This is an optimization exercise on Yosys and OpenROAD, whose aim is small area, not a production implementation. In this exercise RTL edits were held to simulation tests only and were not proved equivalent to the original.

==> flow/design.v (outline; a module is shown in full before it is edited, if it fits) <==
// module wavelet_transform: 3305 lines
module wavelet_transform #(
    parameter BITS_PER_ELEM = 8,
    parameter TOTAL_FILTERS = 7,
    parameter SUM_TRUNCATION = 8
) (
    input wire clk,
    input wire rst,
    input wire signed [BITS_PER_ELEM - 1:0] i_value,
    input wire i_data_clk,
    input wire [7:0] i_select_output_channel,
    output wire [SUM_TRUNCATION - 1:0] o_multiplexed_wavelet_out,
    output wire o_active,
    output [8:0] io_oeb
);
  // ...
==> flow/flow/run.sh <==
#!/bin/bash
# Own flow: the standard synthesis, then fixinv.py removes the inverters
# that synthesis left around full-adder cells (a full adder is self-dual, so
# some fa cells are flipped to take and give complemented signals), then
# the standard layout from floorplan to finish on that netlist, with
# clock tree synthesis told to use smaller clock buffers and no dummy loads.
set -euo pipefail
R=orfs/results/${FLOW_PLATFORM}/wavelet_transform/base
bash standard.sh synth > synth.log 2>&1
cp "$R/1_2_yosys.v" 1_2_yosys.std.v
python3 flow/fixinv.py 1_2_yosys.std.v "$R/1_2_yosys.v" > fixinv.log 2>&1
rm -f "$R/1_synth.odb" "$R/1_synth.sdc"
CTS="-sink_clustering_enable -repair_clock_nets -dont_use_dummy_load"
if [[ -f flow/cts_args ]]; then CTS="$CTS $(cat flow/cts_args)"; fi
bash standard.sh finish "CTS_ARGS=$CTS" > finish.log 2>&1
==> flow/flow/cts_args <==
-buf_list sky130_fd_sc_hd__clkbuf_8
==> flow/flow/fixinv.py <==
#!/usr/bin/env python3
"""Remove inverters around full adders in a flat Yosys netlist.

A full adder is self-dual: FA(~a, ~b, ~c) = ~FA(a, b, c) for both outputs.
So each sky130 fa cell may be "flipped": its inputs take the complements of
what they took and its outputs then carry the complements of what they
carried.  This script removes every inverter, chooses which full adders to
flip so that as few signals as possible are needed in both polarities, and
adds back one inverter per signal that is still needed inverted.  The logic
function of the netlist is unchanged.

usage: fixinv.py IN.v OUT.v
"""
import re
import sys
import random

INV = re.compile(r'^sky130_fd_sc_hd__(inv|clkinv)_\d+$')
FA = re.compile(r'^sky130_fd_sc_hd__fa_\d+$')
OUTPINS = {'X', 'Y', 'Q', 'Q_N', 'SUM', 'COUT', 'HI', 'LO'}

src = open(sys.argv[1]).read()
lines = src.split('\n')

# --- parse ---------------------------------------------------------------
ports = set()
mod_start = None
cells = []          # dict(type, name, pins: list[(pin, net)], lo, hi)
i = 0
first_cell_line = None
while i < len(lines):
    ln = lines[i]
    m = re.match(r'^\s*(input|output|inout)\s+(\[[^\]]*\]\s*)?(.*);', ln)
    if m:
        for p in m.group(3).split(','):
            ports.add(p.strip())
    m = re.match(r'^\s*(sky130_fd_sc_hd__\w+)\s+(\S+(?: )?)\s*\($', ln)
    if m:
        if first_cell_line is None:
            first_cell_line = i
        ty, nm = m.group(1), m.group(2)
        pins = []
        j = i + 1
        while not re.match(r'^\s*\);\s*$', lines[j]):
            pm = re.match(r'^\s*\.(\w+)\((.*)\),?\s*$', lines[j])
            assert pm, lines[j]
            pins.append((pm.group(1), pm.group(2).strip()))
            j += 1
        cells.append(dict(type=ty, name=nm, pins=pins, lo=i, hi=j))
        i = j + 1
        continue
    i += 1


def portbase(net):
    n = net.lstrip('\\').strip()
    return re.sub(r'\[\d+\]$', '', n)


isport = lambda net: portbase(net) in ports

driver = {}
for c in cells:
    for p, n in c['pins']:
        if p in OUTPINS:
            driver[n] = c

# removable inverters: output not a port
removable = set()
for ci, c in enumerate(cells):
    if INV.match(c['type']):
        y = dict(c['pins'])['Y']
        if not isport(y):
            removable.add(ci)
inv_in = {}
for ci in removable:
    d = dict(cells[ci]['pins'])
    inv_in[d['Y']] = d['A']


def literal(net):
    p = 0
    while net in inv_in:
        net = inv_in[net]
        p ^= 1
    return net, p


cellidx = {id(c): k for k, c in enumerate(cells)}
isfa = [bool(FA.match(c['type'])) for c in cells]
# FA whose outputs are ports cannot flip
flippable = [False] * len(cells)
for k, c in enumerate(cells):
    if isfa[k]:
        outs = [n for p, n in c['pins'] if p in OUTPINS]
        flippable[k] = not any(isport(n) for n in outs)

# loads: (cell index, pin index, root, parity)
loads = []
byroot = {}
for k, c in enumerate(cells):
    if k in removable:
        continue
    for pi, (p, n) in enumerate(c['pins']):
        if p in OUTPINS:
            continue
        r, par = literal(n)
        loads.append((k, pi, r, par))
        byroot.setdefault(r, []).append(len(loads) - 1)
# port nets that are roots need parity 0 (they are loads of themselves)
portroot = set()
for c in cells:
    for p, n in c['pins']:
        if p in OUTPINS and isport(n):
            portroot.add(n)

rootdrv = {}
for r in byroot:
    d = driver.get(r)
    rootdrv[r] = cellidx[id(d)] if d is not None else None

s = [0] * len(cells)


def phys(li):
    k, pi, r, par = loads[li]
    v = par
    d = rootdrv[r]
    if d is not None:
        v ^= s[d]
    if isfa[k] and cells[k]['pins'][pi][0] in ('A', 'B', 'CIN'):
        v ^= s[k]
    return v


def rootcost(r):
    return 1 if any(phys(li) for li in byroot[r]) else 0


# roots touched by each FA
touch = {}
for k in range(len(cells)):
    if not (isfa[k] and flippable[k]):
        continue
    rs = set()
    for p, n in cells[k]['pins']:
        if p in OUTPINS:
            if n in byroot:
                rs.add(n)
        else:
            rs.add(literal(n)[0])
    touch[k] = rs

total0 = sum(rootcost(r) for r in byroot)
cands = list(touch.keys())
rng = random.Random(1)
import math
cur = total0
best = cur
bests = list(s)
T = 2.0
steps = 400 * max(1, len(cands))
for it in range(steps):
    k = cands[rng.randrange(len(cands))]
    before = sum(rootcost(r) for r in touch[k])
    s[k] ^= 1
    d = sum(rootcost(r) for r in touch[k]) - before
    if d <= 0 or rng.random() < math.exp(-d / T):
        cur += d
        if cur < best:
            best = cur
            bests = list(s)
    else:
        s[k] ^= 1
    T = max(0.05, 2.0 * (1 - it / steps))
s = bests
passes = steps
total1 = sum(rootcost(r) for r in byroot)

def vnet(n):
    return n + ' ' if n.startswith('\\') else n


# --- rewrite ---------------------------------------------------------------
newinv = {}
newcells = []
newwires = []
conn = {}   # (k, pi) -> net
for li, (k, pi, r, par) in enumerate(loads):
    if phys(li):
        if r not in newinv:
            nm = 'fixinv_n%d' % len(newinv)
            newinv[r] = nm
            newwires.append(nm)
            newcells.append('  sky130_fd_sc_hd__inv_1 fixinv_%d (\n    .A(%s),\n    .Y(%s)\n  );'
                            % (len(newinv) - 1, vnet(r), nm))
        conn[(k, pi)] = newinv[r]
    else:
        conn[(k, pi)] = r

drop = set()
for ci in removable:
    for x in range(cells[ci]['lo'], cells[ci]['hi'] + 1):
        drop.add(x)
repl = {}
for k, c in enumerate(cells):
    if k in removable:
        continue
    for pi, (p, n) in enumerate(c['pins']):
        if (k, pi) in conn and conn[(k, pi)] != n:
            ln = c['lo'] + 1 + pi
            repl[ln] = re.sub(r'\.(\w+)\((.*)\)', lambda m: '.%s(%s)' % (m.group(1), vnet(conn[(k, pi)])), lines[ln], count=1)

out = []
for x, ln in enumerate(lines):
    if x == first_cell_line:
        out.extend('  wire %s;' % w for w in newwires)
    if x in drop:
        continue
    out.append(repl.get(x, ln))
    if x == first_cell_line - 1:
        pass
# append new inverter cells before endmodule
em = max(x for x, ln in enumerate(out) if ln.strip() == 'endmodule')
out[em:em] = newcells
open(sys.argv[2], 'w').write('\n'.join(out))
sys.stderr.write('inverters: %d removable, %d before, %d after; %d fa flipped of %d; passes %d\n'
                 % (len(removable), total0, total1, sum(s), len(cands), passes))
==> flow/standard.sh <==
#!/bin/bash
# synth_recipe.tcl (not shown) runs the flow's synth.tcl, then flattens the netlist and writes it again
# the make line also repeats each setting of config.mk as NAME=value (left out here)
make -C /OpenROAD-flow-scripts/flow DESIGN_CONFIG=/design/flow/config.mk WORK_HOME=/design/flow/orfs CLKGATE_MAP_FILE= SYNTH_SCRIPT=/design/flow/synth_recipe.tcl "${@:-finish}"
==> flow/config.mk <==
export PLATFORM = sky130hd
export DESIGN_NAME = wavelet_transform
export DESIGN_NICKNAME = wavelet_transform
export VERILOG_FILES = /design/flow/design.v
export SDC_FILE = /design/flow/constraint.sdc
export NUM_CORES = 4
export LEC_CHECK = 0
export CAP_MARGIN = 20
export CORE_MARGIN = 2
export CORE_UTILIZATION = 40
export SLEW_MARGIN = 20
==> flow/constraint.sdc <==
create_clock -name core_clock -period 14.0 [get_ports {clk}]
set_input_delay 2.8000 -clock core_clock [delete_from_list [all_inputs] [get_ports {clk}]]
set_output_delay 2.8000 -clock core_clock [all_outputs]
set_load 0.01 [all_outputs]
==> results.json, run 1 <==
{
  "outcome": "no timing/DRC/antenna violations",
  "drv_cap": 0,
  "path_common_cell": "fa_2",
  "cts_buffer_depth": 3,
  "post_dp_cell_area_um2": 54320,
  "seq_cells": 770,
  "critPathMaxStageDelay_ns": 0.62,
  "top_layer": "met5",
  "fin_crit_ns": 13.86,
  "slew_viol_final": 0,
  "dominant-cell-class": "multi-input combinational cells",
  "finalHoldViolCount": 0,
  "post-route-period-util": 0.9899,
  "die_h_um": 359.9,
  "grt_pass1_vias": 35255,
  "route.vias.total": 33731,
  "std_cell_rows": 130,
  "fin_ws_ns": 0.1414,
  "root_buffer": "clkbuf_8",
  "whs_endpoint": "u56[3]",
  "fillCellCount": 11492,
  "ys_warn_count": 1,
  "cp_slowest_cell": "fa_1",
  "design_area_um2": 56560,
  "worst_setup_path_end_kind": "register",
  "fin_cells": 5806,
  "crit_type": "register to register"
}
==> run 2, diff against run 1 <==
==> flow/flow/run.sh (replaced) <==
#!/bin/bash
# Own flow: the standard synthesis, then fixinv.py removes the inverters
# that synthesis left around full-adder cells (a full adder is self-dual, so
# some fa cells are flipped to take and give complemented signals), then
# the standard layout from floorplan to finish on that netlist.
set -euo pipefail
R=orfs/results/${FLOW_PLATFORM}/wavelet_transform/base
bash standard.sh synth > synth.log 2>&1
cp "$R/1_2_yosys.v" 1_2_yosys.std.v
python3 flow/fixinv.py 1_2_yosys.std.v "$R/1_2_yosys.v" > fixinv.log 2>&1
rm -f "$R/1_synth.odb" "$R/1_synth.sdc"
bash standard.sh finish > finish.log 2>&1
removed: flow/flow/cts_args
==> run 2 against run 1 <==
  * Still clean
  * Clock skew decreased by 0.086 ns
  * Global-route usage fell by 0.25 points
  * Register-to-register slack gained 0.08 ns
  * Design area is 1.8% higher
  * Final cell count up 0.26%
  * Critical path type unchanged
==> results.json, run 2 <==
{
  "outcome": "no timing/DRC/antenna violations",
  "wl_per_cell_um": 28.28,
  "largest_registers": "acc6: 20 flops, acc5: 19 flops",
  "drtIter0Drc": 3657,
  "path_buf_inv": 7,
  "dpl.hpwl_mm": 134.2,
  "worstSetupStartpoint": "ph2",
  "r2r_cells": 42,
  "gp_congestion": 1.063,
  "htree_num_levels": 3,
  "final-setup-viol-count": 0,
  "final_common_cell": "fa_1",
  "rsz0062_at_grt": "true",
  "areaGrowthSynthToFinish_pct": 13.63,
  "multi_input_area_um2": 33160,
  "grt_pass1_vias": 34965,
  "seqCellArea_um2": 15430,
  "r2r_slack_ns": 0.22,
  "clock_skew_ns": 0.04505,
  "final_cell_mix": "fa_1 (897), dfxtp_1 (767), a22o_1 (572)",
  "drive_gt1_frac": 0.1233,
  "clock_latency_ns": 0.72,
  "fmax_mhz": 72.58,
  "die_h_um": 359.9,
  "core_area_um2": 125600,
  "crit_type": "register to register",
  "dp_slack_ns": -0.3272,
  "top_register": "acc6",
  "slew_viol_final": 0,
  "portBuffers": 27,
  "design_area_um2": 57560,
  "finalHoldViolCount": 0,
  "pin_count": 37,
  "cts_buffer_depth": 3,
  "postSynthAreaPerCell_um2": 12.88,
  "post_dp_cell_area_um2": 54320,
  "ys_warn_count": 1,
  "grt_use_total": 0.2552,
  "cpLargestDelayFamily": "adder cells",
  "antenna_found_initial": 6,
  "path_common_cell": "fa_2",
  "drcViolationCount": 0,
  "cp.arrival_ns": 14.36,
  "critPathMaxStageDelay_ns": 0.60,
  "numCtsBuffers": 84,
  "endpoint": "acc6[18]",
  "ctsHoldBuffers": 0,
  "tightest_slew_ns": 1.138,
  "first_pass_iters": 9,
  "std_cell_rows": 130,
  "synthCells": 3933,
  "fillCellCount": 11394,
  "largest_reg_flops": 20,
  "worst-endpoint-required_ns": 14.58,
  "cts_sinks": 770,
  "nets": 5365,
  "drv_cap": 0,
  "clk_pin_slew_ns": 0.06,
  "setup_tns_ns": 0,
  "cp_slowest_cell": "fa_1",
  "startpoint_type": "register",
  "cp_max_fo": 14,
  "syn-cell-area_um2": 50650,
  "fin_crit_ns": 13.78,
  "post-route-period-util": 0.9842,
  "die_w_um": 359.9,
  "avgViaCountPerCell": 5.777,
  "cts_tree": "built",
  "fin_ws_ns": 0.2218,
  "hold_class": "register to register",
  "grt_pass1_wl_mm": 241.3,
  "r2r_start": "ph2",
  "worst_setup_path_end_kind": "register",
  "antenna_left": 0,
  "root_buffer": "clkbuf_16",
  "grt_max_degree": 214,
  "slew_headroom": 0.2412,
  "die_area_um2": 129500,
  "wirelength_mm": 164.6,
  "route.vias.total": 33630,
  "path_depth": 42,
  "start_util": 0.4034,
  "grt-ovfl-total": 0,
  "r2r-end": "acc6[18]"
}
run 2: worst reg2reg max path: cells and delay by family (launching register included):
| kind | cells | cell delay (ns) |
|---|---|---|
| adder cells (fa/ha/maj) | 31 | 11.78 |
| AO/OA/AOI/OAI | 2 | 0.68 |
| buffers and inverters | 7 | 0.52 |
| flip-flops | 1 | 0.37 |
| XOR/XNOR | 2 | 0.31 |
run 2: through the flow:
step | hold WS (ns) | instances | utilization
floorplan | 0.4248 | 3941 | -
global placement | 0.4394 | 5652 | 0.4326
detailed placement | 0.4447 | 5652 | 0.4326
CTS | 0.4527 | 5806 | 0.4560
global route | 0.4740 | 5819 | 0.4583
finish | 0.4544 | 5821 | 0.4584
run 2: worst min-delay path by stage:
stage,cells after the start,slack (ns),from,to
6_report,2,0.45,acc4[17],acc4[17]
3_5_place_dp,2,0.44,acc4[17],acc4[17]
4_1_cts,2,0.45,acc4[17],acc4[17]
2_1_floorplan,2,0.42,acc4[15],acc4[15]
5_1_grt,2,0.47,acc4[17],acc4[17]
3_3_place_gp,2,0.44,acc4[15],acc4[15]
run 2: cell type report:
type	count	share of cell area
multi-input cells	2567	0.5761
flip-flops and latches	770	0.2680
repair buffers	333	0.04741
clock buffers	122	0.04287
well taps	1650	0.03587
inverters	348	0.02291
clock inverters	29	0.006782
diodes	2	0.00008695
run 2: what timing repair did:
item                       CTS  global route
setup endpoints to repair    6             8
hold endpoints to repair     0             0
pin swaps                   43            48
buffers inserted             3            10
gates cloned                 0             2
resized for setup           24            38
run 2: layer usage:
metal / vias up / track usage / wire length (um)
met5: - / 0 / 62
met4: 10 / 0.09631 / 6794
met3: 309 / 0.07263 / 15620
met2: 1463 / 0.3786 / 72800
met1: 17543 / 0.3539 / 69330
li1: 14305 / - / -

-- what the ideal ports hide --
The flow's constraints put no driver on any port. The routed layouts listed below were extracted and timed again, unchanged, in two steps.
Step 1 (the two cells are an assumption about what drives the block):
set clk [get_ports {clk}]
set_driving_cell -lib_cell sky130_fd_sc_hd__clkbuf_16 $clk
set_driving_cell -lib_cell sky130_fd_sc_hd__buf_2 [delete_from_list [all_inputs] $clk]
Step 2, shift: input delay + t, output delay - t, t = (earliest + latest rising clock arrival at the registers) / 2. This alone moves slack from input paths to output paths.
a / b / c = no drivers / after step 1 / after step 2; a / b = the first two.
run	t (ns)	setup slack, ns	latest minus earliest clock arrival (ns)
run 1	0.891	0.141 / 0.141 / 0.141	0.135 / 0.134
run 2	0.767	0.222 / 0.222 / 0.222	0.048 / 0.048
After both steps setup and hold are still met in every run listed.
